From an optimization exercise on the open Yosys and OpenROAD flow, aimed at small area and a short achievable clock period; shortcuts taken in it are not production practice.
In this exercise RTL edits were held to simulation tests only and were not proved equivalent to the original.
Power is estimated from default activity; no workload was simulated.

==> build 47: inputs <==
==> flow/design.v (excerpt) <==
module custom_isa_extensions (
    input wire clk,
    input wire resetn,
    input wire is_custom_instruction,
    input wire is_vconv_instruction,
    input wire is_relu_instruction,
    input wire is_madd_instruction,
    input wire is_gemm_instruction,
    input wire [31:0] rs1_data,
    input wire [31:0] rs2_data,
    input wire [31:0] rs3_data,
    input wire instruction_valid,
    output reg instruction_ready,
    output reg [31:0] result_data,
    input wire [31:0] mem_addr,
    input wire [31:0] mem_wdata,
    output reg [31:0] mem_rdata,
    input wire [3:0] mem_wstrb,
    input wire mem_valid,
    output wire mem_ready,
    input wire mem_we
);
    reg s_idle, s_dec, s_vc, s_relu, s_madd, s_gemm, s_comp;
    reg [7:0] mst;               
    reg [4:0] cnt;               
    reg [31:0] temp;
    reg vph;                     
    reg fresh_v, fresh_g;        
    reg [15:0] vr [0:7];         
    reg [15:0] gr [0:15];        
    reg [15:0] xr, yr;           
    reg [15:0] sr, cr;           
    reg [15:0] ar;               
    reg [15:0] hd;               
    reg bm;                      
    reg tacc;                    
    reg m67;                     
    wire vc_last   = s_vc   & (cnt[3:0] == 4'd15);
    wire relu_last = s_relu & (cnt[1:0] == 2'd3);
    wire madd_last = mst[7];
    wire gemm_last = s_gemm & (cnt == 5'd31);
    wire go        = instruction_valid & is_custom_instruction;
    wire nbm       = ~bm;
    always @(posedge clk) begin
        if (!resetn) begin
            s_idle <= 1'b1;
            s_dec  <= 1'b0;
            s_vc   <= 1'b0;
            s_relu <= 1'b0;
            s_madd <= 1'b0;
            s_gemm <= 1'b0;
            s_comp <= 1'b0;
            mst    <= 8'd0;
  ...
Settings: LEC_CHECK=0, ABC_CLOCK_PERIOD_IN_PS=3000, CAP_MARGIN=20, CORE_MARGIN=2, CORE_UTILIZATION=55, SETUP_SLACK_MARGIN=5, SLEW_MARGIN=20, TNS_END_PERCENT=100; clock period 9.0 ns.
standard.sh (not shown) runs the stock make flow with config.mk's settings and CLKGATE_MAP_FILE= SYNTH_SCRIPT=/design/flow/synth_recipe.tcl, a recipe that flattens the netlist after the stock synthesis.
==> flow/flow/run.sh <==
#!/bin/bash
# Standard layout, with a larger setup repair margin (the SDC and its period are
# unchanged) and regular buffers instead of delay buffers on the ports.
set -euo pipefail
MARGIN=$(cat flow/margin.txt)
bash standard.sh "SETUP_SLACK_MARGIN=$MARGIN" \
  "BUFFER_PORTS_ARGS=-buffer_cell sky130_fd_sc_hd__buf_2" finish > standard_flow.log 2>&1
==> flow/flow/margin.txt <==
6.0
==> trial 80 (differences from build 47) <==
--- a/flow/design.v
+++ b/flow/design.v
@@ -27,17 +27,15 @@
     reg vph;                     
     reg fresh_v, fresh_g;        
     reg [15:0] vr [0:7];         
     reg [15:0] gr [0:15];        
     reg [15:0] xr, yr;           
     reg [15:0] sr, cr;           
-    reg [15:0] ar;               
-    reg [15:0] hd;               
+    reg [15:0] hr;               
     reg bm;                      
-    reg tacc;                    
-    reg m67;                     
+    reg vwe, gwe;                
     wire vc_last   = s_vc   & (cnt[3:0] == 4'd15);
     wire relu_last = s_relu & (cnt[1:0] == 2'd3);
     wire madd_last = mst[7];
     wire gemm_last = s_gemm & (cnt == 5'd31);
     wire go        = instruction_valid & is_custom_instruction;
     wire nbm       = ~bm;
@@ -74,24 +72,21 @@
             cnt <= 5'd0;
         else
             cnt <= cnt + 5'd1;
     end
     always @(posedge clk) begin
         if (!resetn) begin
-            bm   <= 1'b0;
-            tacc <= 1'b0;
-            m67  <= 1'b0;
+            vwe <= 1'b0;
+            gwe <= 1'b0;
+            bm  <= 1'b0;
         end else begin
-            bm   <= mst[2] | mst[3] | mst[4] | mst[5];
-            tacc <= (s_vc & (cnt[3:0] >= 4'd7) & (cnt[3:0] <= 4'd14)) |
-                    (s_gemm & (cnt >= 5'd15) & (cnt <= 5'd30)) |
-                    mst[4] | mst[5] | mst[6];
-            m67  <= mst[5] | mst[6];
+            vwe <= s_vc & ~vph & (cnt[3:0] >= 4'd1) & (cnt[3:0] <= 4'd8);
+            gwe <= s_gemm & (cnt >= 5'd1) & (cnt <= 5'd16);
+            bm  <= mst[2] | mst[3] | mst[4] | mst[5];
         end
     end
-    wire use_p = (s_vc & ~vph & ~cnt[3]) | (s_gemm & ~cnt[4]);
     always @(posedge clk) begin
         if (mst[0]) begin
             xr <= rs1_data[15:0];
             yr <= rs2_data[31:16];
         end else if (mst[1]) begin
             xr <= temp[31:16];
@@ -103,13 +98,13 @@
             xr <= {xr[7:0], xr[15:8]};
             yr <= {yr[7:0], yr[15:8]};
         end else if (mst[4]) begin
             yr <= {yr[7:0], yr[15:8]};
         end else begin
             xr <= rs1_data[15:0];
-            yr <= use_p ? rs2_data[15:0] : 16'd0;
+            yr <= rs2_data[15:0];
         end
     end
     wire [15:0] cs_s, cs_c;
     wire cs_p0_0 = xr[0] & yr[0];
     wire cs_p0_1 = xr[0] & yr[1];
     wire cs_p0_2 = xr[0] & yr[2];
@@ -475,76 +470,63 @@
     assign cs_s[15] = cs_c103;
     assign cs_c[15] = cs_s104;
     always @(posedge clk) begin
         sr <= cs_s;
         cr <= cs_c;
     end
-    wire [15:0] p16 = ar + sr + cr;
-    always @(posedge clk) begin
-        if (s_dec)
-            ar <= is_vconv_instruction ? (fresh_v ? 16'd0 : vr[6])
-                                       : (fresh_g ? 16'd0 : gr[14]);
-        else if (s_vc)
-            ar <= fresh_v ? 16'd0 : vr[7];
-        else if (s_gemm)
-            ar <= fresh_g ? 16'd0 : gr[15];
-        else if (mst[1])
-            ar <= 16'd0;
-        else if (mst[2] | mst[3] | mst[4])
-            ar <= p16;
-    end
+    wire [15:0] vold = fresh_v ? 16'd0 : vr[6];
+    wire [15:0] gacc = fresh_g ? 16'd0 : gr[14];
+    wire [15:0] s2a  = s_vc ? vold : s_gemm ? gacc : (mst[3] | mst[4]) ? hr : 16'd0;
+    wire [15:0] p16  = s2a + sr + cr;
     integer i;
     always @(posedge clk) begin
         if (s_vc) begin
             for (i = 0; i < 7; i = i + 1)
                 vr[i] <= vr[i + 1];
             vr[7] <= vr[0];
-            vr[5] <= p16;
+            vr[5] <= vwe ? p16 : vr[6];
         end
     end
     always @(posedge clk) begin
         if (s_gemm) begin
             for (i = 0; i < 15; i = i + 1)
                 gr[i] <= gr[i + 1];
             gr[15] <= gr[0];
-            gr[13] <= p16;
+            gr[13] <= gwe ? p16 : gr[14];
         end
     end
     always @(posedge clk) begin
         if (!resetn) begin
             vph <= 1'b0;
             fresh_v <= 1'b1;
             fresh_g <= 1'b1;
         end else begin
-            if (vc_last)
+            if (vc_last) begin
                 vph <= ~vph;
-            if (s_vc & (cnt[3:0] == 4'd8))
                 fresh_v <= 1'b0;
-            if (s_gemm & (cnt == 5'd16))
+            end
+            if (gemm_last)
                 fresh_g <= 1'b0;
         end
     end
     always @(posedge clk) begin
-        if (s_vc & (cnt[3:0] >= 4'd7) & (cnt[3:0] <= 4'd14))
-            hd <= vr[1];
-        else if (s_gemm & (cnt >= 5'd15) & (cnt <= 5'd30))
-            hd <= gr[1];
-        else
-            hd <= 16'd0;
+        if (mst[2] | mst[3] | mst[4])
+            hr <= p16;
     end
-    wire m5 = mst[5];
-    wire [31:0] tx = {ar & {16{m5}}, hd} | {8'd0, sr & {16{m67}}, 8'd0} |
-                     {16'd0, sr & {16{m5}}};
-    wire [31:0] ty = {8'd0, cr & {16{m67}}, 8'd0} | {16'd0, cr & {16{m5}}};
-    wire [31:0] t3s = temp ^ tx ^ ty;
-    wire [31:0] t3c = (temp & tx) | (temp & ty) | (tx & ty);
+    wire [31:0] tu = s_vc   ? {16'd0, vr[0]} :
+                     s_gemm ? {16'd0, gr[0]} :
+                     mst[5] ? {hr, sr} : {8'd0, sr, 8'd0};
+    wire [31:0] tv = (s_vc | s_gemm) ? 32'd0 :
+                     mst[5] ? {16'd0, cr} : {8'd0, cr, 8'd0};
+    wire [31:0] t3s = temp ^ tu ^ tv;
+    wire [31:0] t3c = (temp & tu) | (temp & tv) | (tu & tv);
     wire [31:0] tsum = t3s + {t3c[30:0], 1'b0};
     always @(posedge clk) begin
         if (!resetn)
             temp <= 32'd0;
-        else if (tacc)
+        else if ((s_vc & cnt[3]) | (s_gemm & cnt[4]) | mst[5] | mst[6] | mst[7])
             temp <= tsum;
         else if (s_relu & (cnt[1:0] == 2'd0))
             temp <= rs1_data[31] ? 32'd0 : rs1_data;
         else if (mst[0])
             temp <= {rs1_data[31:16], rs2_data[15:0]};
         else if (mst[1])
==> flow/run.sh (new file) <==
#!/bin/bash
# synth_recipe.tcl (not shown) runs the flow's synth.tcl, then flattens the netlist and writes it again
# the make line also repeats each setting of config.mk as NAME=value (left out here)
make -C /OpenROAD-flow-scripts/flow DESIGN_CONFIG=/design/flow/config.mk WORK_HOME=/design/flow/orfs CLKGATE_MAP_FILE= SYNTH_SCRIPT=/design/flow/synth_recipe.tcl finish
Settings changed: ABC_CLOCK_PERIOD_IN_PS 3000 to not set, CORE_UTILIZATION 55 to 40.
removed: flow/flow/run.sh
removed: flow/flow/margin.txt
removed: flow/standard.sh
==> trial 98 (differences from build 47) <==
--- a/flow/design.v
+++ b/flow/design.v
@@ -27,17 +27,15 @@
     reg vph;                     
     reg fresh_v, fresh_g;        
     reg [15:0] vr [0:7];         
     reg [15:0] gr [0:15];        
     reg [15:0] xr, yr;           
     reg [15:0] sr, cr;           
-    reg [15:0] ar;               
-    reg [15:0] hd;               
+    reg [15:0] hr;               
     reg bm;                      
-    reg tacc;                    
-    reg m67;                     
+    reg vwe, gwe;                
     wire vc_last   = s_vc   & (cnt[3:0] == 4'd15);
     wire relu_last = s_relu & (cnt[1:0] == 2'd3);
     wire madd_last = mst[7];
     wire gemm_last = s_gemm & (cnt == 5'd31);
     wire go        = instruction_valid & is_custom_instruction;
     wire nbm       = ~bm;
@@ -74,24 +72,21 @@
             cnt <= 5'd0;
         else
             cnt <= cnt + 5'd1;
     end
     always @(posedge clk) begin
         if (!resetn) begin
-            bm   <= 1'b0;
-            tacc <= 1'b0;
-            m67  <= 1'b0;
+            vwe <= 1'b0;
+            gwe <= 1'b0;
+            bm  <= 1'b0;
         end else begin
-            bm   <= mst[2] | mst[3] | mst[4] | mst[5];
-            tacc <= (s_vc & (cnt[3:0] >= 4'd7) & (cnt[3:0] <= 4'd14)) |
-                    (s_gemm & (cnt >= 5'd15) & (cnt <= 5'd30)) |
-                    mst[4] | mst[5] | mst[6];
-            m67  <= mst[5] | mst[6];
+            vwe <= s_vc & ~vph & (cnt[3:0] >= 4'd1) & (cnt[3:0] <= 4'd8);
+            gwe <= s_gemm & (cnt >= 5'd1) & (cnt <= 5'd16);
+            bm  <= mst[2] | mst[3] | mst[4] | mst[5];
         end
     end
-    wire use_p = (s_vc & ~vph & ~cnt[3]) | (s_gemm & ~cnt[4]);
     always @(posedge clk) begin
         if (mst[0]) begin
             xr <= rs1_data[15:0];
             yr <= rs2_data[31:16];
         end else if (mst[1]) begin
             xr <= temp[31:16];
@@ -103,13 +98,13 @@
             xr <= {xr[7:0], xr[15:8]};
             yr <= {yr[7:0], yr[15:8]};
         end else if (mst[4]) begin
             yr <= {yr[7:0], yr[15:8]};
         end else begin
             xr <= rs1_data[15:0];
-            yr <= use_p ? rs2_data[15:0] : 16'd0;
+            yr <= rs2_data[15:0];
         end
     end
     wire [15:0] cs_s, cs_c;
     wire cs_p0_0 = xr[0] & yr[0];
     wire cs_p0_1 = xr[0] & yr[1];
     wire cs_p0_2 = xr[0] & yr[2];
@@ -475,76 +470,63 @@
     assign cs_s[15] = cs_c103;
     assign cs_c[15] = cs_s104;
     always @(posedge clk) begin
         sr <= cs_s;
         cr <= cs_c;
     end
-    wire [15:0] p16 = ar + sr + cr;
-    always @(posedge clk) begin
-        if (s_dec)
-            ar <= is_vconv_instruction ? (fresh_v ? 16'd0 : vr[6])
-                                       : (fresh_g ? 16'd0 : gr[14]);
-        else if (s_vc)
-            ar <= fresh_v ? 16'd0 : vr[7];
-        else if (s_gemm)
-            ar <= fresh_g ? 16'd0 : gr[15];
-        else if (mst[1])
-            ar <= 16'd0;
-        else if (mst[2] | mst[3] | mst[4])
-            ar <= p16;
-    end
+    wire [15:0] vold = fresh_v ? 16'd0 : vr[6];
+    wire [15:0] gacc = fresh_g ? 16'd0 : gr[14];
+    wire [15:0] s2a  = s_vc ? vold : s_gemm ? gacc : (mst[3] | mst[4]) ? hr : 16'd0;
+    wire [15:0] p16  = s2a + sr + cr;
     integer i;
     always @(posedge clk) begin
         if (s_vc) begin
             for (i = 0; i < 7; i = i + 1)
                 vr[i] <= vr[i + 1];
             vr[7] <= vr[0];
-            vr[5] <= p16;
+            vr[5] <= vwe ? p16 : vr[6];
         end
     end
     always @(posedge clk) begin
         if (s_gemm) begin
             for (i = 0; i < 15; i = i + 1)
                 gr[i] <= gr[i + 1];
             gr[15] <= gr[0];
-            gr[13] <= p16;
+            gr[13] <= gwe ? p16 : gr[14];
         end
     end
     always @(posedge clk) begin
         if (!resetn) begin
             vph <= 1'b0;
             fresh_v <= 1'b1;
             fresh_g <= 1'b1;
         end else begin
-            if (vc_last)
+            if (vc_last) begin
                 vph <= ~vph;
-            if (s_vc & (cnt[3:0] == 4'd8))
                 fresh_v <= 1'b0;
-            if (s_gemm & (cnt == 5'd16))
+            end
+            if (gemm_last)
                 fresh_g <= 1'b0;
         end
     end
     always @(posedge clk) begin
-        if (s_vc & (cnt[3:0] >= 4'd7) & (cnt[3:0] <= 4'd14))
-            hd <= vr[1];
-        else if (s_gemm & (cnt >= 5'd15) & (cnt <= 5'd30))
-            hd <= gr[1];
-        else
-            hd <= 16'd0;
+        if (mst[2] | mst[3] | mst[4])
+            hr <= p16;
     end
-    wire m5 = mst[5];
-    wire [31:0] tx = {ar & {16{m5}}, hd} | {8'd0, sr & {16{m67}}, 8'd0} |
-                     {16'd0, sr & {16{m5}}};
-    wire [31:0] ty = {8'd0, cr & {16{m67}}, 8'd0} | {16'd0, cr & {16{m5}}};
-    wire [31:0] t3s = temp ^ tx ^ ty;
-    wire [31:0] t3c = (temp & tx) | (temp & ty) | (tx & ty);
+    wire [31:0] tu = s_vc   ? {16'd0, vr[0]} :
+                     s_gemm ? {16'd0, gr[0]} :
+                     mst[5] ? {hr, sr} : {8'd0, sr, 8'd0};
+    wire [31:0] tv = (s_vc | s_gemm) ? 32'd0 :
+                     mst[5] ? {16'd0, cr} : {8'd0, cr, 8'd0};
+    wire [31:0] t3s = temp ^ tu ^ tv;
+    wire [31:0] t3c = (temp & tu) | (temp & tv) | (tu & tv);
     wire [31:0] tsum = t3s + {t3c[30:0], 1'b0};
     always @(posedge clk) begin
         if (!resetn)
             temp <= 32'd0;
-        else if (tacc)
+        else if ((s_vc & cnt[3]) | (s_gemm & cnt[4]) | mst[5] | mst[6] | mst[7])
             temp <= tsum;
         else if (s_relu & (cnt[1:0] == 2'd0))
             temp <= rs1_data[31] ? 32'd0 : rs1_data;
         else if (mst[0])
             temp <= {rs1_data[31:16], rs2_data[15:0]};
         else if (mst[1])
==> flow/run.sh (new file) <==
#!/bin/bash
# synth_recipe.tcl (not shown) runs the flow's synth.tcl, then flattens the netlist and writes it again
# the make line also repeats each setting of config.mk as NAME=value (left out here)
make -C /OpenROAD-flow-scripts/flow DESIGN_CONFIG=/design/flow/config.mk WORK_HOME=/design/flow/orfs CLKGATE_MAP_FILE= SYNTH_SCRIPT=/design/flow/synth_recipe.tcl finish
removed: flow/flow/run.sh
removed: flow/flow/margin.txt
removed: flow/standard.sh
==> qor summary <==
item                                                       trial 80                 trial 98                 build 47
# rows                                                           96                       82                       82
Routed via count                                              19.3k                    19.5k                    19.6k
Endpoint with the worst hold slack               gr[9][2]$_DFFE_PP_       vr[6][8]$_DFFE_PP_       vr[3][2]$_DFFE_PP_
Total number of clock tree sinks                                585                      585                      601
Crit Path Max Fanout                                              8                        8                        2
Final setup margin                                          4.83 ns                  4.91 ns                  5.29 ns
Startpoint of the tightest hold check path      gr[10][2]$_DFFE_PP_       vr[7][8]$_DFFE_PP_       vr[4][2]$_DFFE_PP_
Setup skew after layout                                   0.0716 ns                0.0402 ns                0.0252 ns
Filler Cell Count                                             6,059                    3,620                    3,638
DR WL/cell                                                  22.8 um                  24.4 um                  23.9 um
Footprint of the multi-input gates                     11,700 sq um             11,900 sq um             12,300 sq um
Post-Synth Simple-Gate Area                                   10.7%                    10.7%                    10.6%
Number of global-route vias before repair                     19.0k                    18.9k                    19.3k
Combinational power share                                     26.3%                    29.0%                     9.2%
Switching pwr                                               2.36 mW                  2.44 mW                  1.43 mW
Run status                                  complete, no violations  complete, no violations  complete, no violations
Mux share of post-synthesis cell area                         2.88%                    2.88%                    1.02%
Crit path top cell by count                                       -                    inv_2                     fa_2

==> re-timing with driven ports <==
The flow's constraints put no driver on any port. The routed layouts listed below were extracted and timed again, unchanged, in two steps. Step 1 sets driving cells, clkbuf_16 on the clock port and buf_2 on the other inputs (assumed; they add their load-dependent delay and slew). Step 2 times the ports against the registers' clock, not the clock port: input delays grow and output delays shrink by t, the midpoint of the rising clock arrivals with the driver on. Three values: ideal ports, drivers, drivers and shift; two values: the first two.
| run | t, ns | slack for setup (ns) | worst setup path after step 2 | clock arrival spread, ns | pins driven straight from the clock port |
|---|---|---|---|---|---|
| build 47 | 0.676 | 5.294 / 5.294 / 5.294 | register to register | 0.028 / 0.028 | 1 |
| trial 80 | 0.669 | 4.827 / 4.827 / 4.809 | input to register | 0.071 / 0.072 | 1 |
| trial 98 | 0.680 | 4.914 / 4.914 / 4.803 | input to register | 0.045 / 0.046 | 1 |
After both steps every run listed still meets setup and hold. For trial 98, which loses most, drivers alone change the setup slack by 0.000 ns; drivers and shift together by -0.111 ns.
